Background: an optimization exercise with open tools, aiming at small area and a short achievable clock period. Do not read the settings as production practice. Function was checked by simulation only, so behaviour that the tests miss may differ from the original. No driver is modelled on the clock port, so clocking that relies on it looks cheaper here than on a real chip.

[flow/config.mk]
export PLATFORM = sky130hd
export DESIGN_NAME = reed_solomon_top
export DESIGN_NICKNAME = reed_solomon_top
export VERILOG_FILES = /design/flow/design.v
export SDC_FILE = /design/flow/constraint.sdc
export NUM_CORES = 4
export LEC_CHECK = 0
export CAP_MARGIN = 20
export CORE_MARGIN = 2
export CORE_UTILIZATION = 40
export CTS_CLUSTER_DIAMETER = 100
export CTS_CLUSTER_SIZE = 24
export SETUP_SLACK_MARGIN = 2.0
export SLEW_MARGIN = 20
export SYNTH_HIERARCHICAL = 1
export SYNTH_MINIMUM_KEEP_SIZE = 0
[flow/constraint.sdc]
create_clock -name core_clock -period 4.0 [get_ports {clk}]
set_input_delay 0.8000 -clock core_clock [delete_from_list [all_inputs] [get_ports {clk}]]
set_output_delay 0.8000 -clock core_clock [all_outputs]
set_load 0.01 [all_outputs]
[flow/design.v]
module rs_xor2(input wire a, input wire b, output wire y);
    assign y = a ^ b;
endmodule
module rs_fbg(input wire x, input wire p, input wire rn, output wire y);
    assign y = ~(x & ~p & rn);
endmodule
module rs_xnor2(input wire a, input wire b, output wire y);
    assign y = ~(a ^ b);
endmodule
module rs_inv(input wire a, output wire y);
    assign y = ~a;
endmodule
module rs_nand2(input wire a, input wire b, output wire y);
    assign y = ~(a & b);
endmodule
module reed_solomon_top(
    input  wire       clk,
    input  wire       rst_n,
    input  wire [7:0] data_in,
    output wire [7:0] code_out
);
    reg  [7:0] st;
    reg        po, dn;
    reg  [0:0] pz;    
    wire       at222 = (st == 8'h84);    
    wire       at254 = (st == 8'h80);    
    always @(posedge clk or negedge rst_n) begin
        if (!rst_n) begin
            st <= 8'h01;
            pz <= {1{1'b0}};
            po <= 1'b0;
            dn <= 1'b1;
        end else begin
            st <= {st[6:0], st[7] ^ st[5] ^ st[4] ^ st[3]};
            pz[0] <= at222 | (pz[0] & ~at254);
            po <= at222 | (po & ~at254);
            dn <= ~at222 & (dn | at254);
        end
    end
    reg  [255:0] rem;
    wire [255:0] nxt;
    wire [7:0] x;
    rs_xor2 fx0 (.a(data_in[0]), .b(rem[248]), .y(x[0]));
    wire fbn0_0;
    rs_fbg f0_0 (.x(x[0]), .p(pz[0]), .rn(rst_n), .y(fbn0_0));
    rs_xor2 fx1 (.a(data_in[1]), .b(rem[249]), .y(x[1]));
    wire fbn1_0;
    rs_fbg f1_0 (.x(x[1]), .p(pz[0]), .rn(rst_n), .y(fbn1_0));
    rs_xor2 fx2 (.a(data_in[2]), .b(rem[250]), .y(x[2]));
    wire fbn2_0;
    rs_fbg f2_0 (.x(x[2]), .p(pz[0]), .rn(rst_n), .y(fbn2_0));
    rs_xor2 fx3 (.a(data_in[3]), .b(rem[251]), .y(x[3]));
    wire fbn3_0;
    rs_fbg f3_0 (.x(x[3]), .p(pz[0]), .rn(rst_n), .y(fbn3_0));
    rs_xor2 fx4 (.a(data_in[4]), .b(rem[252]), .y(x[4]));
    wire fbn4_0;
    rs_fbg f4_0 (.x(x[4]), .p(pz[0]), .rn(rst_n), .y(fbn4_0));
    rs_xor2 fx5 (.a(data_in[5]), .b(rem[253]), .y(x[5]));
    wire fbn5_0;
    rs_fbg f5_0 (.x(x[5]), .p(pz[0]), .rn(rst_n), .y(fbn5_0));
    rs_xor2 fx6 (.a(data_in[6]), .b(rem[254]), .y(x[6]));
    wire fbn6_0;
    rs_fbg f6_0 (.x(x[6]), .p(pz[0]), .rn(rst_n), .y(fbn6_0));
    rs_xor2 fx7 (.a(data_in[7]), .b(rem[255]), .y(x[7]));
    wire fbn7_0;
    rs_fbg f7_0 (.x(x[7]), .p(pz[0]), .rn(rst_n), .y(fbn7_0));
    wire p03_0;
    wire p05_0;
    wire p06_0;
    wire p09_0;
    wire p0a_0;
    wire p0c_0;
    wire p11_0;
    wire p12_0;
    wire p14_0;
    wire p18_0;
    wire p22_0;
    wire p30_0;
    wire p42_0;
    wire p44_0;
    wire p48_0;
    wire p50_0;
    wire p60_0;
    wire p81_0;
    wire p82_0;
    wire p84_0;
    wire p90_0;
    wire pa0_0;
    wire p0b_0;
    wire p0e_0;
    wire p13_0;
    wire p16_0;
    wire p1b_0;
    wire p1c_0;
    wire p1d_0;
    wire p23_0;
    wire p25_0;
    wire p26_0;
    wire p27_0;
    wire p29_0;
    wire p2a_0;
    wire p2c_0;
    wire p2e_0;
    wire p31_0;
    wire p32_0;
    wire p35_0;
    wire p36_0;
    wire p38_0;
    wire p3a_0;
    wire p45_0;
    wire p47_0;
    wire p4a_0;
    wire p4c_0;
    wire p4d_0;
    wire p4e_0;
    wire p51_0;
    wire p53_0;
    wire p54_0;
    wire p55_0;
    wire p58_0;
    wire p59_0;
    wire p5a_0;
    wire p5c_0;
    wire p61_0;
    wire p62_0;
    wire p63_0;
    wire p65_0;
    wire p6a_0;
    wire p6c_0;
    wire p70_0;
    wire p71_0;
    wire p72_0;
    wire p74_0;
    wire p83_0;
    wire p85_0;
    wire p89_0;
    wire p8b_0;
    wire p8d_0;
    wire p8e_0;
    wire p91_0;
    wire p93_0;
    wire p95_0;
    wire p98_0;
    wire p99_0;
    wire pa1_0;
    wire pa2_0;
    wire pa3_0;
    wire pa5_0;
    wire pa8_0;
    wire pa9_0;
    wire paa_0;
    wire pb0_0;
    wire pb1_0;
    wire pc1_0;
    wire pc2_0;
    wire pc3_0;
    wire pc6_0;
    wire pca_0;
    wire pd1_0;
    wire pd2_0;
    wire pd4_0;
    wire pd8_0;
    wire pe1_0;
    wire pe2_0;
    wire pf0_0;
    rs_xor2 x_p03_0 (.a(fbn0_0), .b(fbn1_0), .y(p03_0));
    rs_xor2 x_p05_0 (.a(fbn0_0), .b(fbn2_0), .y(p05_0));
    rs_xor2 x_p06_0 (.a(fbn1_0), .b(fbn2_0), .y(p06_0));
    rs_xor2 x_p09_0 (.a(fbn0_0), .b(fbn3_0), .y(p09_0));
    rs_xor2 x_p0a_0 (.a(fbn1_0), .b(fbn3_0), .y(p0a_0));
    rs_xor2 x_p0c_0 (.a(fbn2_0), .b(fbn3_0), .y(p0c_0));
    rs_xor2 x_p11_0 (.a(fbn0_0), .b(fbn4_0), .y(p11_0));
    rs_xor2 x_p12_0 (.a(fbn1_0), .b(fbn4_0), .y(p12_0));
    rs_xor2 x_p14_0 (.a(fbn2_0), .b(fbn4_0), .y(p14_0));
    rs_xor2 x_p18_0 (.a(fbn3_0), .b(fbn4_0), .y(p18_0));
    rs_xor2 x_p22_0 (.a(fbn1_0), .b(fbn5_0), .y(p22_0));
    rs_xor2 x_p30_0 (.a(fbn4_0), .b(fbn5_0), .y(p30_0));
    rs_xor2 x_p42_0 (.a(fbn1_0), .b(fbn6_0), .y(p42_0));
    rs_xor2 x_p44_0 (.a(fbn2_0), .b(fbn6_0), .y(p44_0));
    rs_xor2 x_p48_0 (.a(fbn3_0), .b(fbn6_0), .y(p48_0));
    rs_xor2 x_p50_0 (.a(fbn4_0), .b(fbn6_0), .y(p50_0));
    rs_xor2 x_p60_0 (.a(fbn5_0), .b(fbn6_0), .y(p60_0));
    rs_xor2 x_p81_0 (.a(fbn0_0), .b(fbn7_0), .y(p81_0));
    rs_xor2 x_p82_0 (.a(fbn1_0), .b(fbn7_0), .y(p82_0));
    rs_xor2 x_p84_0 (.a(fbn2_0), .b(fbn7_0), .y(p84_0));
    rs_xor2 x_p90_0 (.a(fbn4_0), .b(fbn7_0), .y(p90_0));
    rs_xor2 x_pa0_0 (.a(fbn5_0), .b(fbn7_0), .y(pa0_0));
    rs_xor2 x_p0b_0 (.a(p0a_0), .b(fbn0_0), .y(p0b_0));
    rs_xor2 x_p0e_0 (.a(p0c_0), .b(fbn1_0), .y(p0e_0));
    rs_xor2 x_p13_0 (.a(p12_0), .b(fbn0_0), .y(p13_0));
    rs_xor2 x_p16_0 (.a(p14_0), .b(fbn1_0), .y(p16_0));
    rs_xor2 x_p1b_0 (.a(p03_0), .b(p18_0), .y(p1b_0));
    rs_xor2 x_p1c_0 (.a(p18_0), .b(fbn2_0), .y(p1c_0));
    rs_xor2 x_p1d_0 (.a(p05_0), .b(p18_0), .y(p1d_0));
    rs_xor2 x_p23_0 (.a(p22_0), .b(fbn0_0), .y(p23_0));
    rs_xor2 x_p25_0 (.a(p05_0), .b(fbn5_0), .y(p25_0));
    rs_xor2 x_p26_0 (.a(p22_0), .b(fbn2_0), .y(p26_0));
    rs_xor2 x_p27_0 (.a(p05_0), .b(p22_0), .y(p27_0));
    rs_xor2 x_p29_0 (.a(p09_0), .b(fbn5_0), .y(p29_0));
    rs_xor2 x_p2a_0 (.a(p22_0), .b(fbn3_0), .y(p2a_0));
    rs_xor2 x_p2c_0 (.a(p0c_0), .b(fbn5_0), .y(p2c_0));
    rs_xor2 x_p2e_0 (.a(p22_0), .b(p0c_0), .y(p2e_0));
    rs_xor2 x_p31_0 (.a(p30_0), .b(fbn0_0), .y(p31_0));
    rs_xor2 x_p32_0 (.a(p30_0), .b(fbn1_0), .y(p32_0));
    rs_xor2 x_p35_0 (.a(p05_0), .b(p30_0), .y(p35_0));
    rs_xor2 x_p36_0 (.a(p06_0), .b(p30_0), .y(p36_0));
    rs_xor2 x_p38_0 (.a(p30_0), .b(fbn3_0), .y(p38_0));
    rs_xor2 x_p3a_0 (.a(p0a_0), .b(p30_0), .y(p3a_0));
    rs_xor2 x_p45_0 (.a(p44_0), .b(fbn0_0), .y(p45_0));
    rs_xor2 x_p47_0 (.a(p03_0), .b(p44_0), .y(p47_0));
    rs_xor2 x_p4a_0 (.a(p48_0), .b(fbn1_0), .y(p4a_0));
    rs_xor2 x_p4c_0 (.a(p48_0), .b(fbn2_0), .y(p4c_0));
    rs_xor2 x_p4d_0 (.a(p05_0), .b(p48_0), .y(p4d_0));
    rs_xor2 x_p4e_0 (.a(p06_0), .b(p48_0), .y(p4e_0));
    rs_xor2 x_p51_0 (.a(p50_0), .b(fbn0_0), .y(p51_0));
    rs_xor2 x_p53_0 (.a(p03_0), .b(p50_0), .y(p53_0));
    rs_xor2 x_p54_0 (.a(p50_0), .b(fbn2_0), .y(p54_0));
    rs_xor2 x_p55_0 (.a(p05_0), .b(p50_0), .y(p55_0));
    rs_xor2 x_p58_0 (.a(p50_0), .b(fbn3_0), .y(p58_0));
    rs_xor2 x_p59_0 (.a(p09_0), .b(p50_0), .y(p59_0));
    rs_xor2 x_p5a_0 (.a(p0a_0), .b(p50_0), .y(p5a_0));
    rs_xor2 x_p5c_0 (.a(p0c_0), .b(p50_0), .y(p5c_0));
    rs_xor2 x_p61_0 (.a(p60_0), .b(fbn0_0), .y(p61_0));
    rs_xor2 x_p62_0 (.a(p60_0), .b(fbn1_0), .y(p62_0));
    rs_xor2 x_p63_0 (.a(p03_0), .b(p60_0), .y(p63_0));
    rs_xor2 x_p65_0 (.a(p05_0), .b(p60_0), .y(p65_0));
    rs_xor2 x_p6a_0 (.a(p0a_0), .b(p60_0), .y(p6a_0));
    rs_xor2 x_p6c_0 (.a(p0c_0), .b(p60_0), .y(p6c_0));
    rs_xor2 x_p70_0 (.a(p60_0), .b(fbn4_0), .y(p70_0));
    rs_xor2 x_p71_0 (.a(p11_0), .b(p60_0), .y(p71_0));
    rs_xor2 x_p72_0 (.a(p12_0), .b(p60_0), .y(p72_0));
    rs_xor2 x_p74_0 (.a(p14_0), .b(p60_0), .y(p74_0));
    rs_xor2 x_p83_0 (.a(p82_0), .b(fbn0_0), .y(p83_0));
    rs_xor2 x_p85_0 (.a(p84_0), .b(fbn0_0), .y(p85_0));
    rs_xor2 x_p89_0 (.a(p81_0), .b(fbn3_0), .y(p89_0));
    rs_xor2 x_p8b_0 (.a(p09_0), .b(p82_0), .y(p8b_0));
    rs_xor2 x_p8d_0 (.a(p09_0), .b(p84_0), .y(p8d_0));
    rs_xor2 x_p8e_0 (.a(p0a_0), .b(p84_0), .y(p8e_0));
    rs_xor2 x_p91_0 (.a(p90_0), .b(fbn0_0), .y(p91_0));
    rs_xor2 x_p93_0 (.a(p03_0), .b(p90_0), .y(p93_0));
    rs_xor2 x_p95_0 (.a(p05_0), .b(p90_0), .y(p95_0));
    rs_xor2 x_p98_0 (.a(p90_0), .b(fbn3_0), .y(p98_0));
    rs_xor2 x_p99_0 (.a(p09_0), .b(p90_0), .y(p99_0));
    rs_xor2 x_pa1_0 (.a(pa0_0), .b(fbn0_0), .y(pa1_0));
    rs_xor2 x_pa2_0 (.a(pa0_0), .b(fbn1_0), .y(pa2_0));
    rs_xor2 x_pa3_0 (.a(p03_0), .b(pa0_0), .y(pa3_0));
    rs_xor2 x_pa5_0 (.a(p05_0), .b(pa0_0), .y(pa5_0));
    rs_xor2 x_pa8_0 (.a(pa0_0), .b(fbn3_0), .y(pa8_0));
    rs_xor2 x_pa9_0 (.a(p09_0), .b(pa0_0), .y(pa9_0));
    rs_xor2 x_paa_0 (.a(p0a_0), .b(pa0_0), .y(paa_0));
    rs_xor2 x_pb0_0 (.a(pa0_0), .b(fbn4_0), .y(pb0_0));
    rs_xor2 x_pb1_0 (.a(p11_0), .b(pa0_0), .y(pb1_0));
    rs_xor2 x_pc1_0 (.a(p81_0), .b(fbn6_0), .y(pc1_0));
    rs_xor2 x_pc2_0 (.a(p82_0), .b(fbn6_0), .y(pc2_0));
    rs_xor2 x_pc3_0 (.a(p81_0), .b(p42_0), .y(pc3_0));
    rs_xor2 x_pc6_0 (.a(p42_0), .b(p84_0), .y(pc6_0));
    rs_xor2 x_pca_0 (.a(p82_0), .b(p48_0), .y(pca_0));
    rs_xor2 x_pd1_0 (.a(p81_0), .b(p50_0), .y(pd1_0));
    rs_xor2 x_pd2_0 (.a(p42_0), .b(p90_0), .y(pd2_0));
    rs_xor2 x_pd4_0 (.a(p44_0), .b(p90_0), .y(pd4_0));
    rs_xor2 x_pd8_0 (.a(p48_0), .b(p90_0), .y(pd8_0));
    rs_xor2 x_pe1_0 (.a(p81_0), .b(p60_0), .y(pe1_0));
    rs_xor2 x_pe2_0 (.a(p42_0), .b(pa0_0), .y(pe2_0));
    rs_xor2 x_pf0_0 (.a(p50_0), .b(pa0_0), .y(pf0_0));
    wire [247:0] rn;
    genvar q;
    generate for (q = 0; q < 248; q = q + 1) begin : rop
        rs_nand2 u (.a(rem[q]), .b(rst_n), .y(rn[q]));
    end endgenerate
    rs_xnor2 a_0 (.a(fbn3_0), .b(pe1_0), .y(nxt[0]));
    assign nxt[1] = pd2_0;
    assign nxt[2] = p4d_0;
    rs_xnor2 a_3 (.a(fbn0_0), .b(p72_0), .y(nxt[3]));
    rs_inv a_4 (.a(p0e_0), .y(nxt[4]));
    assign nxt[5] = p1d_0;
    assign nxt[6] = p3a_0;
    assign nxt[7] = p74_0;
    rs_xor2 a_8 (.a(rn[0]), .b(p16_0), .y(nxt[8]));
    rs_xor2 a_9 (.a(rn[1]), .b(p2c_0), .y(nxt[9]));
    rs_xnor2 a_10 (.a(rn[2]), .b(p4e_0), .y(nxt[10]));
    rs_xnor2 a_11 (.a(rn[3]), .b(p8b_0), .y(nxt[11]));
    rs_xor2 a_12 (.a(rn[4]), .b(fbn0_0), .y(nxt[12]));
    rs_xor2 a_13 (.a(rn[5]), .b(fbn1_0), .y(nxt[13]));
    rs_xnor2 a_14 (.a(rn[6]), .b(p05_0), .y(nxt[14]));
    rs_xor2 a_15 (.a(rn[7]), .b(p0b_0), .y(nxt[15]));
    wire t_16;
    rs_xor2 b_16 (.a(rn[8]), .b(fbn0_0), .y(t_16));
    rs_xor2 a_16 (.a(t_16), .b(p4e_0), .y(nxt[16]));
    wire t_17;
    rs_xor2 b_17 (.a(rn[9]), .b(p06_0), .y(t_17));
    rs_xnor2 a_17 (.a(t_17), .b(p99_0), .y(nxt[17]));
    rs_xnor2 a_18 (.a(rn[10]), .b(p71_0), .y(nxt[18]));
    wire t_19;
    rs_xor2 b_19 (.a(rn[11]), .b(fbn2_0), .y(t_19));
    rs_xor2 a_19 (.a(t_19), .b(pa9_0), .y(nxt[19]));
    rs_xnor2 a_20 (.a(rn[12]), .b(p14_0), .y(nxt[20]));
    rs_xor2 a_21 (.a(rn[13]), .b(p29_0), .y(nxt[21]));
    rs_xnor2 a_22 (.a(rn[14]), .b(p53_0), .y(nxt[22]));
    wire t_23;
    rs_xor2 b_23 (.a(rn[15]), .b(fbn1_0), .y(t_23));
    rs_xor2 a_23 (.a(t_23), .b(pa5_0), .y(nxt[23]));
    rs_xnor2 a_24 (.a(rn[16]), .b(p30_0), .y(nxt[24]));
    rs_xnor2 a_25 (.a(rn[17]), .b(p60_0), .y(nxt[25]));
    rs_xnor2 a_26 (.a(rn[18]), .b(pf0_0), .y(nxt[26]));
    rs_xnor2 a_27 (.a(rn[19]), .b(pd1_0), .y(nxt[27]));
    rs_xnor2 a_28 (.a(rn[20]), .b(p93_0), .y(nxt[28]));
    rs_xor2 a_29 (.a(rn[21]), .b(p26_0), .y(nxt[29]));
    rs_xor2 a_30 (.a(rn[22]), .b(p4c_0), .y(nxt[30]));
    rs_xor2 a_31 (.a(rn[23]), .b(p98_0), .y(nxt[31]));
    wire t_32, u_32;
    rs_xor2 c_32 (.a(rn[24]), .b(fbn6_0), .y(u_32));
    rs_xor2 b_32 (.a(u_32), .b(p84_0), .y(t_32));
    rs_xor2 a_32 (.a(t_32), .b(p1b_0), .y(nxt[32]));
    wire t_33;
    rs_xor2 b_33 (.a(rn[25]), .b(p14_0), .y(t_33));
    rs_xnor2 a_33 (.a(t_33), .b(paa_0), .y(nxt[33]));
    rs_xnor2 a_34 (.a(rn[26]), .b(pa3_0), .y(nxt[34]));
    rs_xnor2 a_35 (.a(rn[27]), .b(p99_0), .y(nxt[35]));
    wire t_36;
    rs_xor2 b_36 (.a(rn[28]), .b(p0c_0), .y(t_36));
    rs_xnor2 a_36 (.a(t_36), .b(pe1_0), .y(nxt[36]));
    wire t_37;
    rs_xor2 b_37 (.a(rn[29]), .b(p03_0), .y(t_37));
    rs_xnor2 a_37 (.a(t_37), .b(pd8_0), .y(nxt[37]));
    wire t_38;
    rs_xor2 b_38 (.a(rn[30]), .b(p06_0), .y(t_38));
    rs_xnor2 a_38 (.a(t_38), .b(pb1_0), .y(nxt[38]));
    wire t_39;
    rs_xor2 b_39 (.a(rn[31]), .b(p03_0), .y(t_39));
    rs_xnor2 a_39 (.a(t_39), .b(p6c_0), .y(nxt[39]));
    rs_xnor2 a_40 (.a(rn[32]), .b(p6c_0), .y(nxt[40]));
    rs_xnor2 a_41 (.a(rn[33]), .b(pd8_0), .y(nxt[41]));
    wire t_42;
    rs_xor2 b_42 (.a(rn[34]), .b(fbn2_0), .y(t_42));
    rs_xor2 a_42 (.a(t_42), .b(pd8_0), .y(nxt[42]));
    wire t_43;
    rs_xor2 b_43 (.a(rn[35]), .b(fbn0_0), .y(t_43));
    rs_xor2 a_43 (.a(t_43), .b(pd4_0), .y(nxt[43]));
    rs_xnor2 a_44 (.a(rn[36]), .b(pc6_0), .y(nxt[44]));
    rs_xnor2 a_45 (.a(rn[37]), .b(p8d_0), .y(nxt[45]));
    rs_xnor2 a_46 (.a(rn[38]), .b(p1b_0), .y(nxt[46]));
    rs_xnor2 a_47 (.a(rn[39]), .b(p36_0), .y(nxt[47]));
    rs_xnor2 a_48 (.a(rn[40]), .b(pb1_0), .y(nxt[48]));
    rs_xnor2 a_49 (.a(rn[41]), .b(p63_0), .y(nxt[49]));
    wire t_50;
    rs_xor2 b_50 (.a(rn[42]), .b(fbn1_0), .y(t_50));
    rs_xor2 a_50 (.a(t_50), .b(p74_0), .y(nxt[50]));
    wire t_51;
    rs_xor2 b_51 (.a(rn[43]), .b(fbn0_0), .y(t_51));
    rs_xor2 a_51 (.a(t_51), .b(p5c_0), .y(nxt[51]));
    rs_xor2 a_52 (.a(rn[44]), .b(p0b_0), .y(nxt[52]));
    rs_xor2 a_53 (.a(rn[45]), .b(p16_0), .y(nxt[53]));
    rs_xor2 a_54 (.a(rn[46]), .b(p2c_0), .y(nxt[54]));
    rs_xor2 a_55 (.a(rn[47]), .b(p58_0), .y(nxt[55]));
    rs_xor2 a_56 (.a(rn[48]), .b(pa8_0), .y(nxt[56]));
    rs_xnor2 a_57 (.a(rn[49]), .b(p50_0), .y(nxt[57]));
    rs_xor2 a_58 (.a(rn[50]), .b(fbn3_0), .y(nxt[58]));
    wire t_59;
    rs_xor2 b_59 (.a(rn[51]), .b(fbn3_0), .y(t_59));
    rs_xor2 a_59 (.a(t_59), .b(pb1_0), .y(nxt[59]));
    wire t_60;
    rs_xor2 b_60 (.a(rn[52]), .b(fbn1_0), .y(t_60));
    rs_xor2 a_60 (.a(t_60), .b(pd8_0), .y(nxt[60]));
    wire t_61;
    rs_xor2 b_61 (.a(rn[53]), .b(fbn2_0), .y(t_61));
    rs_xor2 a_61 (.a(t_61), .b(pb1_0), .y(nxt[61]));
    rs_xnor2 a_62 (.a(rn[54]), .b(p6a_0), .y(nxt[62]));
    rs_xnor2 a_63 (.a(rn[55]), .b(pd4_0), .y(nxt[63]));
    wire t_64;
    rs_xor2 b_64 (.a(rn[56]), .b(p0c_0), .y(t_64));
    rs_xnor2 a_64 (.a(t_64), .b(pe1_0), .y(nxt[64]));
    wire t_65;
    rs_xor2 b_65 (.a(rn[57]), .b(p03_0), .y(t_65));
    rs_xnor2 a_65 (.a(t_65), .b(pd8_0), .y(nxt[65]));
    rs_xnor2 a_66 (.a(rn[58]), .b(p5a_0), .y(nxt[66]));
    rs_xnor2 a_67 (.a(rn[59]), .b(p59_0), .y(nxt[67]));
    wire t_68;
    rs_xor2 b_68 (.a(rn[60]), .b(fbn1_0), .y(t_68));
    rs_xor2 a_68 (.a(t_68), .b(p5c_0), .y(nxt[68]));
    wire t_69;
    rs_xor2 b_69 (.a(rn[61]), .b(p0c_0), .y(t_69));
    rs_xnor2 a_69 (.a(t_69), .b(pb1_0), .y(nxt[69]));
    wire t_70;
    rs_xor2 b_70 (.a(rn[62]), .b(p09_0), .y(t_70));
    rs_xnor2 a_70 (.a(t_70), .b(p72_0), .y(nxt[70]));
    wire t_71;
    rs_xor2 b_71 (.a(rn[63]), .b(p06_0), .y(t_71));
    rs_xnor2 a_71 (.a(t_71), .b(pf0_0), .y(nxt[71]));
    rs_xnor2 a_72 (.a(rn[64]), .b(p18_0), .y(nxt[72]));
    rs_xor2 a_73 (.a(rn[65]), .b(p31_0), .y(nxt[73]));
    wire t_74;
    rs_xor2 b_74 (.a(rn[66]), .b(fbn3_0), .y(t_74));
    rs_xor2 a_74 (.a(t_74), .b(p72_0), .y(nxt[74]));
    wire t_75;
    rs_xor2 b_75 (.a(rn[67]), .b(fbn7_0), .y(t_75));
    rs_xor2 a_75 (.a(t_75), .b(p6c_0), .y(nxt[75]));
    rs_xor2 a_76 (.a(rn[68]), .b(pc1_0), .y(nxt[76]));
    rs_xor2 a_77 (.a(rn[69]), .b(p83_0), .y(nxt[77]));
    rs_xnor2 a_78 (.a(rn[70]), .b(p06_0), .y(nxt[78]));
    rs_xnor2 a_79 (.a(rn[71]), .b(p0c_0), .y(nxt[79]));
    wire t_80;
    rs_xor2 b_80 (.a(rn[72]), .b(p09_0), .y(t_80));
    rs_xnor2 a_80 (.a(t_80), .b(pe2_0), .y(nxt[80]));
    wire t_81;
    rs_xor2 b_81 (.a(rn[73]), .b(p03_0), .y(t_81));
    rs_xnor2 a_81 (.a(t_81), .b(pd4_0), .y(nxt[81]));
    rs_xnor2 a_82 (.a(rn[74]), .b(p44_0), .y(nxt[82]));
    rs_xor2 a_83 (.a(rn[75]), .b(p62_0), .y(nxt[83]));
    rs_xnor2 a_84 (.a(rn[76]), .b(p2e_0), .y(nxt[84]));
    wire t_85;
    rs_xor2 b_85 (.a(rn[77]), .b(fbn0_0), .y(t_85));
    rs_xor2 a_85 (.a(t_85), .b(p5c_0), .y(nxt[85]));
    wire t_86;
    rs_xor2 b_86 (.a(rn[78]), .b(fbn4_0), .y(t_86));
    rs_xor2 a_86 (.a(t_86), .b(paa_0), .y(nxt[86]));
    wire t_87;
    rs_xor2 b_87 (.a(rn[79]), .b(fbn0_0), .y(t_87));
    rs_xor2 a_87 (.a(t_87), .b(p74_0), .y(nxt[87]));
    wire t_88;
    rs_xor2 b_88 (.a(rn[80]), .b(fbn7_0), .y(t_88));
    rs_xor2 a_88 (.a(t_88), .b(p36_0), .y(nxt[88]));
    wire t_89;
    rs_xor2 b_89 (.a(rn[81]), .b(fbn0_0), .y(t_89));
    rs_xor2 a_89 (.a(t_89), .b(p6c_0), .y(nxt[89]));
    rs_xnor2 a_90 (.a(rn[82]), .b(p6c_0), .y(nxt[90]));
    wire t_91;
    rs_xor2 b_91 (.a(rn[83]), .b(fbn1_0), .y(t_91));
    rs_xor2 a_91 (.a(t_91), .b(p6c_0), .y(nxt[91]));
    wire t_92;
    rs_xor2 b_92 (.a(rn[84]), .b(fbn0_0), .y(t_92));
    rs_xor2 a_92 (.a(t_92), .b(p6a_0), .y(nxt[92]));
    wire t_93;
    rs_xor2 b_93 (.a(rn[85]), .b(fbn1_0), .y(t_93));
    rs_xor2 a_93 (.a(t_93), .b(pd4_0), .y(nxt[93]));
    wire t_94;
    rs_xor2 b_94 (.a(rn[86]), .b(fbn2_0), .y(t_94));
    rs_xor2 a_94 (.a(t_94), .b(pa9_0), .y(nxt[94]));
    wire t_95;
    rs_xor2 b_95 (.a(rn[87]), .b(fbn0_0), .y(t_95));
    rs_xor2 a_95 (.a(t_95), .b(p5a_0), .y(nxt[95]));
    wire t_96;
    rs_xor2 b_96 (.a(rn[88]), .b(fbn0_0), .y(t_96));
    rs_xor2 a_96 (.a(t_96), .b(p2e_0), .y(nxt[96]));
    wire t_97;
    rs_xor2 b_97 (.a(rn[89]), .b(p03_0), .y(t_97));
    rs_xnor2 a_97 (.a(t_97), .b(p5c_0), .y(nxt[97]));
    rs_xnor2 a_98 (.a(rn[90]), .b(p90_0), .y(nxt[98]));
    rs_xor2 a_99 (.a(rn[91]), .b(p0e_0), .y(nxt[99]));
    rs_xor2 a_100 (.a(rn[92]), .b(p32_0), .y(nxt[100]));
    rs_xnor2 a_101 (.a(rn[93]), .b(p65_0), .y(nxt[101]));
    wire t_102;
    rs_xor2 b_102 (.a(rn[94]), .b(fbn0_0), .y(t_102));
    rs_xor2 a_102 (.a(t_102), .b(pca_0), .y(nxt[102]));
    wire t_103;
    rs_xor2 b_103 (.a(rn[95]), .b(fbn1_0), .y(t_103));
    rs_xor2 a_103 (.a(t_103), .b(p95_0), .y(nxt[103]));
    rs_xnor2 a_104 (.a(rn[96]), .b(p22_0), .y(nxt[104]));
    rs_xor2 a_105 (.a(rn[97]), .b(p45_0), .y(nxt[105]));
    rs_xnor2 a_106 (.a(rn[98]), .b(pa9_0), .y(nxt[106]));
    rs_xor2 a_107 (.a(rn[99]), .b(p70_0), .y(nxt[107]));
    rs_xor2 a_108 (.a(rn[100]), .b(pc2_0), .y(nxt[108]));
    rs_xnor2 a_109 (.a(rn[101]), .b(p84_0), .y(nxt[109]));
    rs_xor2 a_110 (.a(rn[102]), .b(fbn3_0), .y(nxt[110]));
    rs_xnor2 a_111 (.a(rn[103]), .b(p11_0), .y(nxt[111]));
    wire t_112;
    rs_xor2 b_112 (.a(rn[104]), .b(fbn2_0), .y(t_112));
    rs_xor2 a_112 (.a(t_112), .b(paa_0), .y(nxt[112]));
    rs_xnor2 a_113 (.a(rn[105]), .b(p5c_0), .y(nxt[113]));
    rs_xor2 a_114 (.a(rn[106]), .b(p16_0), .y(nxt[114]));
    rs_xnor2 a_115 (.a(rn[107]), .b(p82_0), .y(nxt[115]));
    rs_xnor2 a_116 (.a(rn[108]), .b(paa_0), .y(nxt[116]));
    rs_xnor2 a_117 (.a(rn[109]), .b(p55_0), .y(nxt[117]));
    wire t_118;
    rs_xor2 b_118 (.a(rn[110]), .b(fbn0_0), .y(t_118));
    rs_xor2 a_118 (.a(t_118), .b(paa_0), .y(nxt[118]));
    wire t_119;
    rs_xor2 b_119 (.a(rn[111]), .b(fbn1_0), .y(t_119));
    rs_xor2 a_119 (.a(t_119), .b(p55_0), .y(nxt[119]));
    rs_xnor2 a_120 (.a(rn[112]), .b(p12_0), .y(nxt[120]));
    rs_xor2 a_121 (.a(rn[113]), .b(p25_0), .y(nxt[121]));
    rs_xnor2 a_122 (.a(rn[114]), .b(p59_0), .y(nxt[122]));
    rs_xor2 a_123 (.a(rn[115]), .b(pa1_0), .y(nxt[123]));
    rs_xor2 a_124 (.a(rn[116]), .b(p51_0), .y(nxt[124]));
    rs_xor2 a_125 (.a(rn[117]), .b(pa2_0), .y(nxt[125]));
    rs_xnor2 a_126 (.a(rn[118]), .b(p44_0), .y(nxt[126]));
    rs_xor2 a_127 (.a(rn[119]), .b(p89_0), .y(nxt[127]));
    wire t_128;
    rs_xor2 b_128 (.a(rn[120]), .b(fbn2_0), .y(t_128));
    rs_xor2 a_128 (.a(t_128), .b(p99_0), .y(nxt[128]));
    wire t_129;
    rs_xor2 b_129 (.a(rn[121]), .b(fbn0_0), .y(t_129));
    rs_xor2 a_129 (.a(t_129), .b(p3a_0), .y(nxt[129]));
    wire t_130;
    rs_xor2 b_130 (.a(rn[122]), .b(p09_0), .y(t_130));
    rs_xnor2 a_130 (.a(t_130), .b(pe2_0), .y(nxt[130]));
    rs_xor2 a_131 (.a(rn[123]), .b(p4a_0), .y(nxt[131]));
    rs_xnor2 a_132 (.a(rn[124]), .b(p09_0), .y(nxt[132]));
    rs_xor2 a_133 (.a(rn[125]), .b(p13_0), .y(nxt[133]));
    rs_xnor2 a_134 (.a(rn[126]), .b(p27_0), .y(nxt[134]));
    rs_xnor2 a_135 (.a(rn[127]), .b(p4e_0), .y(nxt[135]));
    rs_xor2 a_136 (.a(rn[128]), .b(p61_0), .y(nxt[136]));
    rs_xor2 a_137 (.a(rn[129]), .b(pc2_0), .y(nxt[137]));
    wire t_138;
    rs_xor2 b_138 (.a(rn[130]), .b(fbn2_0), .y(t_138));
    rs_xor2 a_138 (.a(t_138), .b(pe1_0), .y(nxt[138]));
    wire t_139;
    rs_xor2 b_139 (.a(rn[131]), .b(fbn0_0), .y(t_139));
    rs_xor2 a_139 (.a(t_139), .b(paa_0), .y(nxt[139]));
    rs_xnor2 a_140 (.a(rn[132]), .b(p36_0), .y(nxt[140]));
    rs_xnor2 a_141 (.a(rn[133]), .b(p6c_0), .y(nxt[141]));
    rs_xnor2 a_142 (.a(rn[134]), .b(pd8_0), .y(nxt[142]));
    rs_xor2 a_143 (.a(rn[135]), .b(pb0_0), .y(nxt[143]));
    rs_xnor2 a_144 (.a(rn[136]), .b(p12_0), .y(nxt[144]));
    rs_xor2 a_145 (.a(rn[137]), .b(p25_0), .y(nxt[145]));
    rs_xnor2 a_146 (.a(rn[138]), .b(p59_0), .y(nxt[146]));
    rs_xor2 a_147 (.a(rn[139]), .b(pa1_0), .y(nxt[147]));
    rs_xor2 a_148 (.a(rn[140]), .b(p51_0), .y(nxt[148]));
    rs_xor2 a_149 (.a(rn[141]), .b(pa2_0), .y(nxt[149]));
    rs_xnor2 a_150 (.a(rn[142]), .b(p44_0), .y(nxt[150]));
    rs_xor2 a_151 (.a(rn[143]), .b(p89_0), .y(nxt[151]));
    rs_xor2 a_152 (.a(rn[144]), .b(fbn0_0), .y(nxt[152]));
    rs_xor2 a_153 (.a(rn[145]), .b(fbn1_0), .y(nxt[153]));
    rs_xor2 a_154 (.a(rn[146]), .b(fbn2_0), .y(nxt[154]));
    rs_xor2 a_155 (.a(rn[147]), .b(fbn3_0), .y(nxt[155]));
    rs_xor2 a_156 (.a(rn[148]), .b(fbn4_0), .y(nxt[156]));
    rs_xor2 a_157 (.a(rn[149]), .b(fbn5_0), .y(nxt[157]));
    rs_xor2 a_158 (.a(rn[150]), .b(fbn6_0), .y(nxt[158]));
    rs_xor2 a_159 (.a(rn[151]), .b(fbn7_0), .y(nxt[159]));
    rs_xnor2 a_160 (.a(rn[152]), .b(p4e_0), .y(nxt[160]));
    wire t_161;
    rs_xor2 b_161 (.a(rn[153]), .b(fbn2_0), .y(t_161));
    rs_xor2 a_161 (.a(t_161), .b(p99_0), .y(nxt[161]));
    wire t_162;
    rs_xor2 b_162 (.a(rn[154]), .b(fbn0_0), .y(t_162));
    rs_xor2 a_162 (.a(t_162), .b(p74_0), .y(nxt[162]));
    rs_xnor2 a_163 (.a(rn[155]), .b(pa5_0), .y(nxt[163]));
    rs_xor2 a_164 (.a(rn[156]), .b(fbn2_0), .y(nxt[164]));
    rs_xnor2 a_165 (.a(rn[157]), .b(p09_0), .y(nxt[165]));
    rs_xor2 a_166 (.a(rn[158]), .b(p13_0), .y(nxt[166]));
    rs_xnor2 a_167 (.a(rn[159]), .b(p27_0), .y(nxt[167]));
    rs_xor2 a_168 (.a(rn[160]), .b(p2a_0), .y(nxt[168]));
    rs_xor2 a_169 (.a(rn[161]), .b(p54_0), .y(nxt[169]));
    rs_xor2 a_170 (.a(rn[162]), .b(p83_0), .y(nxt[170]));
    rs_xor2 a_171 (.a(rn[163]), .b(p2c_0), .y(nxt[171]));
    rs_xnor2 a_172 (.a(rn[164]), .b(p72_0), .y(nxt[172]));
    wire t_173;
    rs_xor2 b_173 (.a(rn[165]), .b(fbn2_0), .y(t_173));
    rs_xor2 a_173 (.a(t_173), .b(pe1_0), .y(nxt[173]));
    rs_xnor2 a_174 (.a(rn[166]), .b(pca_0), .y(nxt[174]));
    rs_xnor2 a_175 (.a(rn[167]), .b(p95_0), .y(nxt[175]));
    rs_xor2 a_176 (.a(rn[168]), .b(p54_0), .y(nxt[176]));
    rs_xnor2 a_177 (.a(rn[169]), .b(pa9_0), .y(nxt[177]));
    rs_xnor2 a_178 (.a(rn[170]), .b(p06_0), .y(nxt[178]));
    rs_xor2 a_179 (.a(rn[171]), .b(p58_0), .y(nxt[179]));
    wire t_180;
    rs_xor2 b_180 (.a(rn[172]), .b(fbn2_0), .y(t_180));
    rs_xor2 a_180 (.a(t_180), .b(pe1_0), .y(nxt[180]));
    rs_xnor2 a_181 (.a(rn[173]), .b(pca_0), .y(nxt[181]));
    rs_xnor2 a_182 (.a(rn[174]), .b(p95_0), .y(nxt[182]));
    rs_xor2 a_183 (.a(rn[175]), .b(p2a_0), .y(nxt[183]));
    rs_xor2 a_184 (.a(rn[176]), .b(p29_0), .y(nxt[184]));
    rs_xnor2 a_185 (.a(rn[177]), .b(p53_0), .y(nxt[185]));
    rs_xnor2 a_186 (.a(rn[178]), .b(p8e_0), .y(nxt[186]));
    rs_xnor2 a_187 (.a(rn[179]), .b(p35_0), .y(nxt[187]));
    rs_xnor2 a_188 (.a(rn[180]), .b(p42_0), .y(nxt[188]));
    rs_xor2 a_189 (.a(rn[181]), .b(p85_0), .y(nxt[189]));
    rs_xnor2 a_190 (.a(rn[182]), .b(p0a_0), .y(nxt[190]));
    rs_xnor2 a_191 (.a(rn[183]), .b(p14_0), .y(nxt[191]));
    rs_xnor2 a_192 (.a(rn[184]), .b(pe1_0), .y(nxt[192]));
    rs_xnor2 a_193 (.a(rn[185]), .b(pc3_0), .y(nxt[193]));
    wire t_194;
    rs_xor2 b_194 (.a(rn[186]), .b(fbn1_0), .y(t_194));
    rs_xor2 a_194 (.a(t_194), .b(p65_0), .y(nxt[194]));
    wire t_195;
    rs_xor2 b_195 (.a(rn[187]), .b(fbn0_0), .y(t_195));
    rs_xor2 a_195 (.a(t_195), .b(p2e_0), .y(nxt[195]));
    wire t_196;
    rs_xor2 b_196 (.a(rn[188]), .b(p14_0), .y(t_196));
    rs_xnor2 a_196 (.a(t_196), .b(paa_0), .y(nxt[196]));
    wire t_197;
    rs_xor2 b_197 (.a(rn[189]), .b(fbn3_0), .y(t_197));
    rs_xor2 a_197 (.a(t_197), .b(p74_0), .y(nxt[197]));
    wire t_198;
    rs_xor2 b_198 (.a(rn[190]), .b(fbn3_0), .y(t_198));
    rs_xor2 a_198 (.a(t_198), .b(pf0_0), .y(nxt[198]));
    rs_xnor2 a_199 (.a(rn[191]), .b(pf0_0), .y(nxt[199]));
    rs_xnor2 a_200 (.a(rn[192]), .b(p8e_0), .y(nxt[200]));
    rs_xor2 a_201 (.a(rn[193]), .b(p1c_0), .y(nxt[201]));
    wire t_202;
    rs_xor2 b_202 (.a(rn[194]), .b(fbn7_0), .y(t_202));
    rs_xor2 a_202 (.a(t_202), .b(p36_0), .y(nxt[202]));
    wire t_203;
    rs_xor2 b_203 (.a(rn[195]), .b(fbn0_0), .y(t_203));
    rs_xor2 a_203 (.a(t_203), .b(pe2_0), .y(nxt[203]));
    rs_xnor2 a_204 (.a(rn[196]), .b(p48_0), .y(nxt[204]));
    rs_xor2 a_205 (.a(rn[197]), .b(p91_0), .y(nxt[205]));
    rs_xor2 a_206 (.a(rn[198]), .b(p23_0), .y(nxt[206]));
    rs_xnor2 a_207 (.a(rn[199]), .b(p47_0), .y(nxt[207]));
    wire t_208;
    rs_xor2 b_208 (.a(rn[200]), .b(p0a_0), .y(t_208));
    rs_xnor2 a_208 (.a(t_208), .b(p74_0), .y(nxt[208]));
    wire t_209, u_209;
    rs_xor2 c_209 (.a(rn[201]), .b(fbn7_0), .y(u_209));
    rs_xor2 b_209 (.a(u_209), .b(p60_0), .y(t_209));
    rs_xor2 a_209 (.a(t_209), .b(p1d_0), .y(nxt[209]));
    rs_xor2 a_210 (.a(rn[202]), .b(p85_0), .y(nxt[210]));
    rs_xnor2 a_211 (.a(rn[203]), .b(p74_0), .y(nxt[211]));
    wire t_212;
    rs_xor2 b_212 (.a(rn[204]), .b(fbn1_0), .y(t_212));
    rs_xor2 a_212 (.a(t_212), .b(p95_0), .y(nxt[212]));
    wire t_213;
    rs_xor2 b_213 (.a(rn[205]), .b(fbn0_0), .y(t_213));
    rs_xor2 a_213 (.a(t_213), .b(p2e_0), .y(nxt[213]));
    wire t_214;
    rs_xor2 b_214 (.a(rn[206]), .b(p03_0), .y(t_214));
    rs_xnor2 a_214 (.a(t_214), .b(p5c_0), .y(nxt[214]));
    wire t_215, u_215;
    rs_xor2 c_215 (.a(rn[207]), .b(fbn5_0), .y(u_215));
    rs_xor2 b_215 (.a(u_215), .b(p84_0), .y(t_215));
    rs_xor2 a_215 (.a(t_215), .b(p1b_0), .y(nxt[215]));
    rs_xor2 a_216 (.a(rn[208]), .b(fbn1_0), .y(nxt[216]));
    rs_xnor2 a_217 (.a(rn[209]), .b(p05_0), .y(nxt[217]));
    rs_xnor2 a_218 (.a(rn[210]), .b(p09_0), .y(nxt[218]));
    rs_xnor2 a_219 (.a(rn[211]), .b(p11_0), .y(nxt[219]));
    rs_xor2 a_220 (.a(rn[212]), .b(fbn5_0), .y(nxt[220]));
    rs_xor2 a_221 (.a(rn[213]), .b(fbn6_0), .y(nxt[221]));
    rs_xor2 a_222 (.a(rn[214]), .b(fbn7_0), .y(nxt[222]));
    rs_xor2 a_223 (.a(rn[215]), .b(fbn0_0), .y(nxt[223]));
    rs_xnor2 a_224 (.a(rn[216]), .b(p18_0), .y(nxt[224]));
    rs_xor2 a_225 (.a(rn[217]), .b(p31_0), .y(nxt[225]));
    wire t_226;
    rs_xor2 b_226 (.a(rn[218]), .b(fbn3_0), .y(t_226));
    rs_xor2 a_226 (.a(t_226), .b(p72_0), .y(nxt[226]));
    wire t_227;
    rs_xor2 b_227 (.a(rn[219]), .b(fbn7_0), .y(t_227));
    rs_xor2 a_227 (.a(t_227), .b(p6c_0), .y(nxt[227]));
    rs_xor2 a_228 (.a(rn[220]), .b(pc1_0), .y(nxt[228]));
    rs_xor2 a_229 (.a(rn[221]), .b(p83_0), .y(nxt[229]));
    rs_xnor2 a_230 (.a(rn[222]), .b(p06_0), .y(nxt[230]));
    rs_xnor2 a_231 (.a(rn[223]), .b(p0c_0), .y(nxt[231]));
    rs_xnor2 a_232 (.a(rn[224]), .b(p1b_0), .y(nxt[232]));
    rs_xnor2 a_233 (.a(rn[225]), .b(p36_0), .y(nxt[233]));
    wire t_234;
    rs_xor2 b_234 (.a(rn[226]), .b(p03_0), .y(t_234));
    rs_xnor2 a_234 (.a(t_234), .b(p74_0), .y(nxt[234]));
    wire t_235;
    rs_xor2 b_235 (.a(rn[227]), .b(p05_0), .y(t_235));
    rs_xnor2 a_235 (.a(t_235), .b(pf0_0), .y(nxt[235]));
    wire t_236;
    rs_xor2 b_236 (.a(rn[228]), .b(fbn0_0), .y(t_236));
    rs_xor2 a_236 (.a(t_236), .b(pf0_0), .y(nxt[236]));
    wire t_237;
    rs_xor2 b_237 (.a(rn[229]), .b(fbn0_0), .y(t_237));
    rs_xor2 a_237 (.a(t_237), .b(pe2_0), .y(nxt[237]));
    rs_xnor2 a_238 (.a(rn[230]), .b(pc6_0), .y(nxt[238]));
    rs_xnor2 a_239 (.a(rn[231]), .b(p8d_0), .y(nxt[239]));
    rs_xnor2 a_240 (.a(rn[232]), .b(p71_0), .y(nxt[240]));
    rs_xnor2 a_241 (.a(rn[233]), .b(pe2_0), .y(nxt[241]));
    wire t_242;
    rs_xor2 b_242 (.a(rn[234]), .b(fbn2_0), .y(t_242));
    rs_xor2 a_242 (.a(t_242), .b(pb1_0), .y(nxt[242]));
    rs_xnor2 a_243 (.a(rn[235]), .b(p1b_0), .y(nxt[243]));
    rs_xnor2 a_244 (.a(rn[236]), .b(p47_0), .y(nxt[244]));
    rs_xnor2 a_245 (.a(rn[237]), .b(p8e_0), .y(nxt[245]));
    rs_xor2 a_246 (.a(rn[238]), .b(p1c_0), .y(nxt[246]));
    rs_xor2 a_247 (.a(rn[239]), .b(p38_0), .y(nxt[247]));
    rs_xnor2 a_248 (.a(rn[240]), .b(p8e_0), .y(nxt[248]));
    rs_xor2 a_249 (.a(rn[241]), .b(p1c_0), .y(nxt[249]));
    wire t_250;
    rs_xor2 b_250 (.a(rn[242]), .b(fbn7_0), .y(t_250));
    rs_xor2 a_250 (.a(t_250), .b(p36_0), .y(nxt[250]));
    wire t_251;
    rs_xor2 b_251 (.a(rn[243]), .b(fbn0_0), .y(t_251));
    rs_xor2 a_251 (.a(t_251), .b(pe2_0), .y(nxt[251]));
    rs_xnor2 a_252 (.a(rn[244]), .b(p48_0), .y(nxt[252]));
    rs_xor2 a_253 (.a(rn[245]), .b(p91_0), .y(nxt[253]));
    rs_xor2 a_254 (.a(rn[246]), .b(p23_0), .y(nxt[254]));
    rs_xnor2 a_255 (.a(rn[247]), .b(p47_0), .y(nxt[255]));
    always @(posedge clk) rem <= nxt;
    wire [7:0] sd, sr;
    genvar g;
    generate for (g = 0; g < 8; g = g + 1) begin : omux
        rs_nand2 nd (.a(data_in[g]), .b(dn), .y(sd[g]));
        rs_nand2 nr (.a(rem[248+g]), .b(po), .y(sr[g]));
        rs_nand2 no (.a(sd[g]), .b(sr[g]), .y(code_out[g]));
    end endgenerate
endmodule
[flow/flow/run.sh]
#!/bin/bash
set -euo pipefail
HERE=$(pwd)
CTS="-sink_clustering_enable -repair_clock_nets -sink_clustering_size 30 -sink_clustering_max_diameter 100 -dont_use_dummy_load"
DU="sky130_fd_sc_hd__probe_p_8 sky130_fd_sc_hd__probec_p_8 sky130_fd_sc_hd__lpflow_bleeder_1 sky130_fd_sc_hd__lpflow_clkbufkapwr_1 sky130_fd_sc_hd__lpflow_clkbufkapwr_16 sky130_fd_sc_hd__lpflow_clkbufkapwr_2 sky130_fd_sc_hd__lpflow_clkbufkapwr_4 sky130_fd_sc_hd__lpflow_clkbufkapwr_8 sky130_fd_sc_hd__lpflow_clkinvkapwr_1 sky130_fd_sc_hd__lpflow_clkinvkapwr_16 sky130_fd_sc_hd__lpflow_clkinvkapwr_2 sky130_fd_sc_hd__lpflow_clkinvkapwr_4 sky130_fd_sc_hd__lpflow_clkinvkapwr_8 sky130_fd_sc_hd__lpflow_decapkapwr_12 sky130_fd_sc_hd__lpflow_decapkapwr_3 sky130_fd_sc_hd__lpflow_decapkapwr_4 sky130_fd_sc_hd__lpflow_decapkapwr_6 sky130_fd_sc_hd__lpflow_decapkapwr_8 sky130_fd_sc_hd__lpflow_inputiso0n_1 sky130_fd_sc_hd__lpflow_inputiso0p_1 sky130_fd_sc_hd__lpflow_inputiso1n_1 sky130_fd_sc_hd__lpflow_inputiso1p_1 sky130_fd_sc_hd__lpflow_inputisolatch_1 sky130_fd_sc_hd__lpflow_isobufsrc_1 sky130_fd_sc_hd__lpflow_isobufsrc_16 sky130_fd_sc_hd__lpflow_isobufsrc_2 sky130_fd_sc_hd__lpflow_isobufsrc_4 sky130_fd_sc_hd__lpflow_isobufsrc_8 sky130_fd_sc_hd__lpflow_isobufsrckapwr_16 sky130_fd_sc_hd__lpflow_lsbuf_lh_hl_isowell_tap_1 sky130_fd_sc_hd__lpflow_lsbuf_lh_hl_isowell_tap_2 sky130_fd_sc_hd__lpflow_lsbuf_lh_hl_isowell_tap_4 sky130_fd_sc_hd__lpflow_lsbuf_lh_isowell_4 sky130_fd_sc_hd__lpflow_lsbuf_lh_isowell_tap_1 sky130_fd_sc_hd__lpflow_lsbuf_lh_isowell_tap_2 sky130_fd_sc_hd__lpflow_lsbuf_lh_isowell_tap_4 sky130_fd_sc_hd__xor2_4 sky130_fd_sc_hd__xnor2_4"
ARGS=("SKIP_INCREMENTAL_REPAIR=1" "BUFFER_PORTS_ARGS=-buffer_cell sky130_fd_sc_hd__buf_2" "CTS_ARGS=$CTS" "DONT_USE_CELLS=$DU")
bash standard.sh "${ARGS[@]}" cts > standard_cts.log 2>&1
RES=$HERE/orfs/results/sky130hd/reed_solomon_top/base
MARGIN=$(sed -n 's/^export SETUP_SLACK_MARGIN *= *//p' config.mk)
RES=$RES TARGET=$MARGIN LIB=$FLOW_HOME/platforms/sky130hd/lib/sky130_fd_sc_hd__tt_025C_1v80.lib \
  openroad -no_init -exit flow/recover.tcl > recover.log 2>&1
bash standard.sh "${ARGS[@]}" finish > standard.log 2>&1
[flow/flow/recover.tcl]
# Area recovery after CTS: remove data-path buffers (not port buffers), then downsize
# combinational cells (never flip-flops or clock cells), one at a time, keeping each change
# only if the worst setup slack stays at or above the target and no max-slew /
# max-capacitance violation appears.
set res $::env(RES)
set target $::env(TARGET)
read_db $res/4_cts.odb
read_liberty $::env(LIB)
read_sdc $res/4_cts.sdc
source $::env(FLOW_HOME)/platforms/sky130hd/setRC.tcl
set_propagated_clock [all_clocks]
estimate_parasitics -placement
report_design_area
report_worst_slack
# never ask for more than the slack timing repair reached
set ws [expr {[sta::worst_slack_cmd max]*1e9}]
if {$ws < $target} { set target [expr {$ws - 0.005}] }
puts "recovery target slack $target"

set slew0 [sta::max_slew_violation_count]
set cap0 [sta::max_capacitance_violation_count]
proc try_remove_buffer {name target} {
  set block [ord::get_db_block]
  set dbi [$block findInst $name]
  set in_it [$dbi findITerm A]; set out_it [$dbi findITerm X]
  if {$in_it == "NULL" || $out_it == "NULL"} { return 0 }
  set nin [$in_it getNet]; set nout [$out_it getNet]
  if {$nin == "NULL" || $nout == "NULL"} { return 0 }
  if {[llength [$nout getBTerms]] > 0 || [llength [$nin getBTerms]] > 0} { return 0 }
  set loads {}
  foreach it [$nout getITerms] { if {[$it getInst] != $dbi} { lappend loads $it } }
  foreach it $loads { $it disconnect; $it connect $nin }
  estimate_parasitics -placement
  if {[sta::worst_slack_cmd max] >= $target*1e-9 && [sta::max_slew_violation_count] <= $::slew0 && [sta::max_capacitance_violation_count] <= $::cap0} {
    $in_it disconnect
    odb::dbInst_destroy $dbi
    odb::dbNet_destroy $nout
    return 1
  }
  foreach it $loads { $it disconnect; $it connect $nout }
  estimate_parasitics -placement
  return 0
}
proc smaller_cells {name} {
  if {![regexp {^(sky130_fd_sc_hd__)(.*)_([0-9]+)$} $name -> pre base drv]} { return {} }
  set out {}
  foreach d {0 1 2 4 6 8 12 16} {
    if {$d >= $drv} break
    set c "${pre}${base}_$d"
    if {[llength [get_lib_cells -quiet */$c]] > 0} { lappend out $c }
  }
  return $out
}
proc remove_pass {target} {
  set nb 0
  foreach inst [get_cells *] {
    set lc [get_property $inst ref_name]
    if {![regexp {__buf_[0-9]+$} $lc]} continue
    set nm [get_full_name $inst]
    if {[regexp {^(input|output)} $nm]} continue
    if {[try_remove_buffer $nm $target]} { puts "removed buffer $nm"; incr nb }
  }
  puts "removed $nb buffers"
  return $nb
}
proc downsize_pass {target} {
  set n 0
  foreach inst [get_cells *] {
    set lc [get_property $inst ref_name]
    if {[regexp {df|clkbuf|clkinv|dly|tap|fill|decap} $lc]} continue
    foreach c [smaller_cells $lc] {
      replace_cell $inst [lindex [get_lib_cells */$c] 0]
      estimate_parasitics -placement
      if {[sta::worst_slack_cmd max] >= $target*1e-9 && [sta::max_slew_violation_count] <= $::slew0 && [sta::max_capacitance_violation_count] <= $::cap0} {
        puts "resized [get_full_name $inst] $lc -> $c"
        incr n
        break
      }
      replace_cell $inst [lindex [get_lib_cells */$lc] 0]
      estimate_parasitics -placement
    }
  }
  puts "downsized $n instances"
  return $n
}
for {set pass 0} {$pass < 3} {incr pass} {
  set k [expr {[remove_pass $target] + [downsize_pass $target]}]
  report_design_area
  if {$k == 0} break
}
report_design_area
report_worst_slack
write_db $res/4_cts.odb
[flow/standard.sh]
#!/bin/bash
# synth_recipe.tcl (not shown) runs the flow's synth.tcl, then flattens the netlist and writes it again
# the make line also repeats each setting of config.mk as NAME=value (left out here)
make -C /OpenROAD-flow-scripts/flow DESIGN_CONFIG=/design/flow/config.mk WORK_HOME=/design/flow/orfs CLKGATE_MAP_FILE= SYNTH_SCRIPT=/design/flow/synth_recipe.tcl "${@:-finish}"
==> results.cfg, run 1 <==
[worst_setup_path]
path_cells = buf_1 -> xor2_1 -> nand3b_1 -> buf_6 -> xor2_1 -> buf_1 -> xor2_1 -> buf_4 -> xor2_1
r2r_slack_ps = 1820
path_buf_inv = 4
crit_family = buffers and inverters
path_common_cell = xor2_1
cp_slowest_stage_delay_ps = 380
cp_max_fo = 11
crit_slowest_cell = xor2_1
cp.arrival_ps = 2660
start_kind = input pin
crit_type = in -> reg
end_kind = flip-flop
crit_required_ps = 4420

[clock_network]
cts_buffer_depth = 3
cts_made_buffers = 12
ctsHoldBuffers = 0
htree_levels = 1
clockRootBuffer = clkbuf_16
cts_resized = 77
postCtsSetupRepairBufs = 89
cts_tree = yes
clk_latency_ps = 480
clk_pin_slew_ps = 110
cts.sinks = 267

[synthesis]
yosys.cell_count.top_type = xor2_1
netlist_area_um2 = 10400
synth_edf_count = 0
netlist.top_cell.by_area = dfxtp_1
syn_avg_cell_area_um2 = 10.5
synthArstFlopShare = 0.0412
ys_types = 12
ys_ff_latch = 267
synth-main-ff-cell = dfxtp_1
syn_inst = 993
netlist_top_cells_count = 318 x xor2_1, 273 x nand2_1, 256 x dfxtp_1
syn_nets = 1003
yosysSeqAreaShare = 0.520
synth_top_area_frac = 0.494
yosys_warnings = 7
ys_top_cells_by_area = dfxtp_1 49%, xor2_1 27%, xnor2_1 10%, nand2_1 9.9%, dfrtp_1 2.2%

[timing]
period_needed_ps = 2240
worstMarginPinSlew_ps = 971
fin_skew_ps = 22.3
post-route-period-util = 0.560
fmax_mhz = 447
setup_violations = 0
layout_setup_ws_ps = 1760
drv_slew = 0
slew_headroom = 0.353
final-hold-violation-count = 0

[drt]
drt-initial-drc-count = 350
wirelength_mm = 25.8
wl_met3_mm = 1.40
antenna_left = 0
drc = 0
dr_wl_met2_mm = 11.9
via_per_inst = 4.50
wl_per_cell_um = 18.3
wl_met1_mm = 11.9
vias = 6344
dr.pass1.iters = 4
route.top_layer_used = met4

[floorplan]
boundaryPins = 18
design.core.area_um2 = 25300
die_h_um = 165
die_area_um2 = 27300
num_rows = 58
die-width_um = 165
start_util = 0.410

[global_routing]
grt_max_degree = 151
gr-total-overflow = 0
grt_pass1_wl_mm = 39.0
first_global_vias = 6399
antenna_found_initial = 0
grt_use_total = 0.195

[cells_and_area]
layout.nets = 1093
drive_gt1_frac = 0.0971
syn2layout_area_growth_pct = 14.0
num_antenna_cells = 0
post-route-util = 0.467

[place]
gp_congestion = 0.820
dp_slack_ps = 779
place_hpwl_mm = 16.8
port_buffers = 17

[job]
max_cap_viol_count = 0

[hold_path]
hp-class = in -> async

[status]
status = complete, no violations
modules after synthesis, one instance, submodules excluded:
module            cells inside  flip-flops and latches  times used  area [um^2]
rs_xor2                      1                       0         317         8.76
reed_solomon_top           277                     267           1         5490
rs_fbg                       1                       0           8         7.51
rs_nand2                     1                       0         272         3.75
rs_xnor2                     1                       0         118         8.76
rs_inv                       1                       0           1         3.75
cells by family (layout without fill, tap and decap cells):
kind of cell / after synthesis / in the layout / synth area share
and+or+nand+nor: 283 / 283 / 0.106
buffers and inverters: 2 / 90 / 0.000723
DFF: 267 / 267 / 0.520
muxes: 3 / 3 / 0.00313
xor gates and xnor gates: 438 / 438 / 0.369
layer usage:
metal	track usage	up-vias
met1	0.272	3027
li1	-	3163
met2	0.321	124
met5	0	-
met4	0.0542	0
met3	0.0227	30
state kept, by name, summed over array words and instances (netlist names):
register,flops
rem,256
st,8
dn,1
po,1
pz,1
area by class of cell:
cell class / count / area (um^2)
clock buffers: 12 / 300
multi-input cells: 724 / 5180
flip-flops and latches: 267 / 5410
fillers: 2425 / 13500
well taps: 330 / 413
repair buffers: 76 / 534
inverters: 2 / 7.51
worst register-to-register path, delay by kind of cell (launching register included):
| kind | cells | cell delay, ps |
|---|---|---|
| xor gates and xnor gates | 4 | 890 |
| and+or+nand+nor | 1 | 120 |
| DFF | 1 | 340 |
| buffers and inverters | 3 | 770 |
worst paths after layout:
kind,start,endpoint,depth (start not counted)
setup / recovery,data_in[4],rem[42],9
hold / removal,rst_n,pz,1
max in group asynchronous,rst_n,st[5],2
min in group core_clock,st[6],st[7],0
setup reg to reg,rem[252],rem[42],8
hold reg to reg,st[6],st[7],0
stage by stage:
stage               cells  cell area, um^2  TNS (ps)  hold slack [ps]
floorplan             993            10700    -10450              373
global placement     1376            11500         0              376
detailed placement   1376            11500         0              379
CTS                  1480            13000         0              127
global route         1411            11800         0              116
finish               1411            11800         0              138
placed cells by master (no fill, tap or decap):
master,count
buf_1,15
buf_12,1
buf_2,28
buf_4,20
buf_6,8
buf_8,1
bufbuf_8,2
clkbuf_16,13
dfrtp_1,8
dfrtp_2,1
dfstp_2,2
dfxtp_1,255
dfxtp_2,1
inv_1,2
mux2_1,2
mux2i_1,1
nand2_1,273
nand3b_1,8
nor3b_1,1
nor4_1,1
xnor2_1,120
xor2_1,290
xor2_2,28
==> run 2, diff against run 1 <==
--- a/flow/flow/run.sh
+++ b/flow/flow/run.sh
@@ -3,5 +3,5 @@
 HERE=$(pwd)
-CTS="-sink_clustering_enable -repair_clock_nets -sink_clustering_size 30 -sink_clustering_max_diameter 100 -dont_use_dummy_load"
+CTS="-sink_clustering_enable -repair_clock_nets -sink_clustering_size 24 -sink_clustering_max_diameter 100 -dont_use_dummy_load"
 DU="sky130_fd_sc_hd__probe_p_8 sky130_fd_sc_hd__probec_p_8 sky130_fd_sc_hd__lpflow_bleeder_1 sky130_fd_sc_hd__lpflow_clkbufkapwr_1 sky130_fd_sc_hd__lpflow_clkbufkapwr_16 sky130_fd_sc_hd__lpflow_clkbufkapwr_2 sky130_fd_sc_hd__lpflow_clkbufkapwr_4 sky130_fd_sc_hd__lpflow_clkbufkapwr_8 sky130_fd_sc_hd__lpflow_clkinvkapwr_1 sky130_fd_sc_hd__lpflow_clkinvkapwr_16 sky130_fd_sc_hd__lpflow_clkinvkapwr_2 sky130_fd_sc_hd__lpflow_clkinvkapwr_4 sky130_fd_sc_hd__lpflow_clkinvkapwr_8 sky130_fd_sc_hd__lpflow_decapkapwr_12 sky130_fd_sc_hd__lpflow_decapkapwr_3 sky130_fd_sc_hd__lpflow_decapkapwr_4 sky130_fd_sc_hd__lpflow_decapkapwr_6 sky130_fd_sc_hd__lpflow_decapkapwr_8 sky130_fd_sc_hd__lpflow_inputiso0n_1 sky130_fd_sc_hd__lpflow_inputiso0p_1 sky130_fd_sc_hd__lpflow_inputiso1n_1 sky130_fd_sc_hd__lpflow_inputiso1p_1 sky130_fd_sc_hd__lpflow_inputisolatch_1 sky130_fd_sc_hd__lpflow_isobufsrc_1 sky130_fd_sc_hd__lpflow_isobufsrc_16 sky130_fd_sc_hd__lpflow_isobufsrc_2 sky130_fd_sc_hd__lpflow_isobufsrc_4 sky130_fd_sc_hd__lpflow_isobufsrc_8 sky130_fd_sc_hd__lpflow_isobufsrckapwr_16 sky130_fd_sc_hd__lpflow_lsbuf_lh_hl_isowell_tap_1 sky130_fd_sc_hd__lpflow_lsbuf_lh_hl_isowell_tap_2 sky130_fd_sc_hd__lpflow_lsbuf_lh_hl_isowell_tap_4 sky130_fd_sc_hd__lpflow_lsbuf_lh_isowell_4 sky130_fd_sc_hd__lpflow_lsbuf_lh_isowell_tap_1 sky130_fd_sc_hd__lpflow_lsbuf_lh_isowell_tap_2 sky130_fd_sc_hd__lpflow_lsbuf_lh_isowell_tap_4 sky130_fd_sc_hd__xor2_4 sky130_fd_sc_hd__xnor2_4"
-ARGS=("SKIP_INCREMENTAL_REPAIR=1" "BUFFER_PORTS_ARGS=-buffer_cell sky130_fd_sc_hd__buf_2" "CTS_ARGS=$CTS" "DONT_USE_CELLS=$DU")
+ARGS=("BUFFER_PORTS_ARGS=-buffer_cell sky130_fd_sc_hd__buf_2" "CTS_ARGS=$CTS" "DONT_USE_CELLS=$DU")
 bash standard.sh "${ARGS[@]}" cts > standard_cts.log 2>&1
==> results.cfg, run 2 <==
[timing]
worstMarginPinSlew_ps = 725
period_needed_ps = 2220
slew_headroom = 0.516
drv_slew = 0
final-hold-violation-count = 0
post-route-period-util = 0.554
setup_violations = 0
fin_skew_ps = 60.8
layout_setup_ws_ps = 1780
fmax_mhz = 451
rsz0062_at_grt = yes

[global_routing]
grt_max_degree = 151
grt_use_total = 0.195
grt_pass1_wl_mm = 39.1
antenna_found_initial = 0
first_global_vias = 6449
gr-total-overflow = 0

[synthesis]
syn_inst = 993
netlist_top_cells_count = 318 x xor2_1, 273 x nand2_1, 256 x dfxtp_1
synth_edf_count = 0
ys_types = 12
syn_nets = 1003
ys_top_cells_by_area = dfxtp_1 49%, xor2_1 27%, xnor2_1 10%, nand2_1 9.9%, dfrtp_1 2.2%
netlist.top_cell.by_area = dfxtp_1
yosysSeqAreaShare = 0.520
synthArstFlopShare = 0.0412
synth_top_area_frac = 0.494
yosys_warnings = 7
synth-main-ff-cell = dfxtp_1
netlist_area_um2 = 10400
ys_ff_latch = 267
yosys.cell_count.top_type = xor2_1
syn_avg_cell_area_um2 = 10.5

[drt]
via_per_inst = 4.51
wirelength_mm = 28.6
vias = 6938
antenna_left = 0
drt-initial-drc-count = 499
wl_per_cell_um = 18.5
dr.pass1.iters = 4
drc = 0

[worst_setup_path]
crit_required_ps = 3200
start_kind = flip-flop
crit_type = reg -> out
path_cells = buf_6 -> nand2_1 -> nand2_1 -> buf_2
cp_max_fo = 4
cp_slowest_stage_delay_ps = 600
path_common_cell = nand2_1
r2r_slack_ps = 1920
worst_r2r_path_depth = 9
end_kind = primary output
cp.arrival_ps = 1420
crit_slowest_cell = dfstp_2

[hold_path]
hp-class = in -> async

[clock_network]
cts_tree = yes
clk_latency_ps = 490
cts_made_buffers = 15
ctsHoldBuffers = 0
cts_buffer_depth = 3
clockRootBuffer = clkbuf_16
cts.sinks = 267
htree_levels = 1
clk_pin_slew_ps = 90

[cells_and_area]
syn2layout_area_growth_pct = 34.2
seq_area_um2 = 5410
largest-register = rem
final_cell_mix = 268 x nand2_1, 254 x dfxtp_1, 233 x xor2_1
final_common_cell = nand2_1
reg_top3 = rem: 256 flops, st: 8 flops
post-route-util = 0.550
multiInputGateArea_um2 = 5780
drive_gt1_frac = 0.270
largest_register_ff_count = 256
layout.nets = 1221
nFillCells = 2146

[place]
place_hpwl_mm = 16.8
port_buffers = 17
dp_slack_ps = 779
gp_congestion = 0.820

[floorplan]
die_area_um2 = 27300
die_h_um = 165
start_util = 0.410
die-width_um = 165
boundaryPins = 18
num_rows = 58
design.core.area_um2 = 25300

[status]
status = complete, no violations

[job]
max_cap_viol_count = 0
run 2: cell types whose count changed in the layout (fill, tap and decap cells not counted), moves of 47 or more:
cell    before  now
buf_4       20  106
xor2_1     290  233
xor2_2      28   85
buf_6        8   55
run 2: routing by layer:
layer,GRT usage,wire (um)
met1,0.269,13000
met4,0.0462,803
met5,0,0
met2,0.327,13500
met3,0.0242,1240
run 2: worst paths after layout:
check / startpoint / endpoint
min in group core_clock: st[6] / st[7]
setup reg to reg: pz / rem[69]
setup / recovery: dn / code_out[3]
hold / removal: rst_n / pz
hold reg to reg: st[6] / st[7]
max in group asynchronous: rst_n / po
run 2: cells by family (layout without fill, tap and decap cells):
| logic type | count (synthesis) | in the layout | synth area share |
|---|---|---|---|
| AND/OR/NAND/NOR | 283 | 283 | 0.106 |
| other | 0 | 1 | 0 |
| buffers and inverters | 2 | 218 | 0.000723 |
| XOR/XNOR | 438 | 438 | 0.369 |
| multiplexers | 3 | 3 | 0.00313 |
| flip-flops | 267 | 267 | 0.520 |
run 2: critical path: cells and delay by family (launching register included):
kind,cells,cell delay [ps]
buffers and inverters,2,250
flip-flops,1,600
AND/OR/NAND/NOR,2,90
run 2: area by class of cell:
class / count / share of cell area
Inverter: 2 / 0.000539
Multi-Input combinational cell: 724 / 0.414
Sequential cell: 267 / 0.388
Tap cell: 330 / 0.0296
Timing Repair Buffer: 201 / 0.140
Clock buffer: 15 / 0.0269
Antenna cell: 1 / 0.000180
run 2: metrics by stage:
step | hold WS [ps] | cells | setup TNS [ps] | cell area [um^2]
floorplan | 373 | 993 | -10450 | 10700
global placement | 376 | 1376 | 0 | 11500
detailed placement | 379 | 1376 | 0 | 11500
CTS | 134 | 1465 | 0 | 12900
global route | 130 | 1539 | 0 | 13900
finish | 146 | 1540 | 0 | 13900
run 2: what timing repair did:
item / CTS / global route
endpoints found under the setup margin: 236 / 201
setup buffers: 70 / 122
gates resized for setup: 54 / 233
pin swaps: 22 / 79
cloned: 4 / 3
run 2: modules after synthesis, one instance, submodules excluded:
module | area (um^2) | cells inside | flops+latches
rs_xnor2 | 8.76 | 1 | 0
rs_inv | 3.75 | 1 | 0
reed_solomon_top | 5490 | 277 | 267
rs_nand2 | 3.75 | 1 | 0
rs_xor2 | 8.76 | 1 | 0
rs_fbg | 7.51 | 1 | 0

## afterwards: timing with drivers on the ports
No port has a modelled driver above. Below, the same layouts with a new extraction and two added sets of constraints. Step 1: set_driving_cell puts a clkbuf_16 on clk and a buf_2 on each other input, an assumption about the parent block. Step 2 also shifts input and output timing later by t, the mid clock arrival at the registers, as if the neighbouring blocks saw the same clock. a / b / c = ideal ports / drivers / drivers and shift; a / b = the first two.
run	shift t [ns]	setup slack, ns	hold WS [ns]	worst slew at a driven data input, ns	pins driven straight from the clock port
run 1	0.520	1.762 / 1.774 / 1.269	0.138 / 0.151 / 0.387	0.06	1
run 2	0.510	1.785 / 1.738 / 1.494	0.146 / 0.160 / 0.382	0.06	1
After both steps every run listed still meets setup and hold. The setup slack of run 1, which loses most, moves by +0.012 ns with the drivers and by -0.493 ns with both steps.
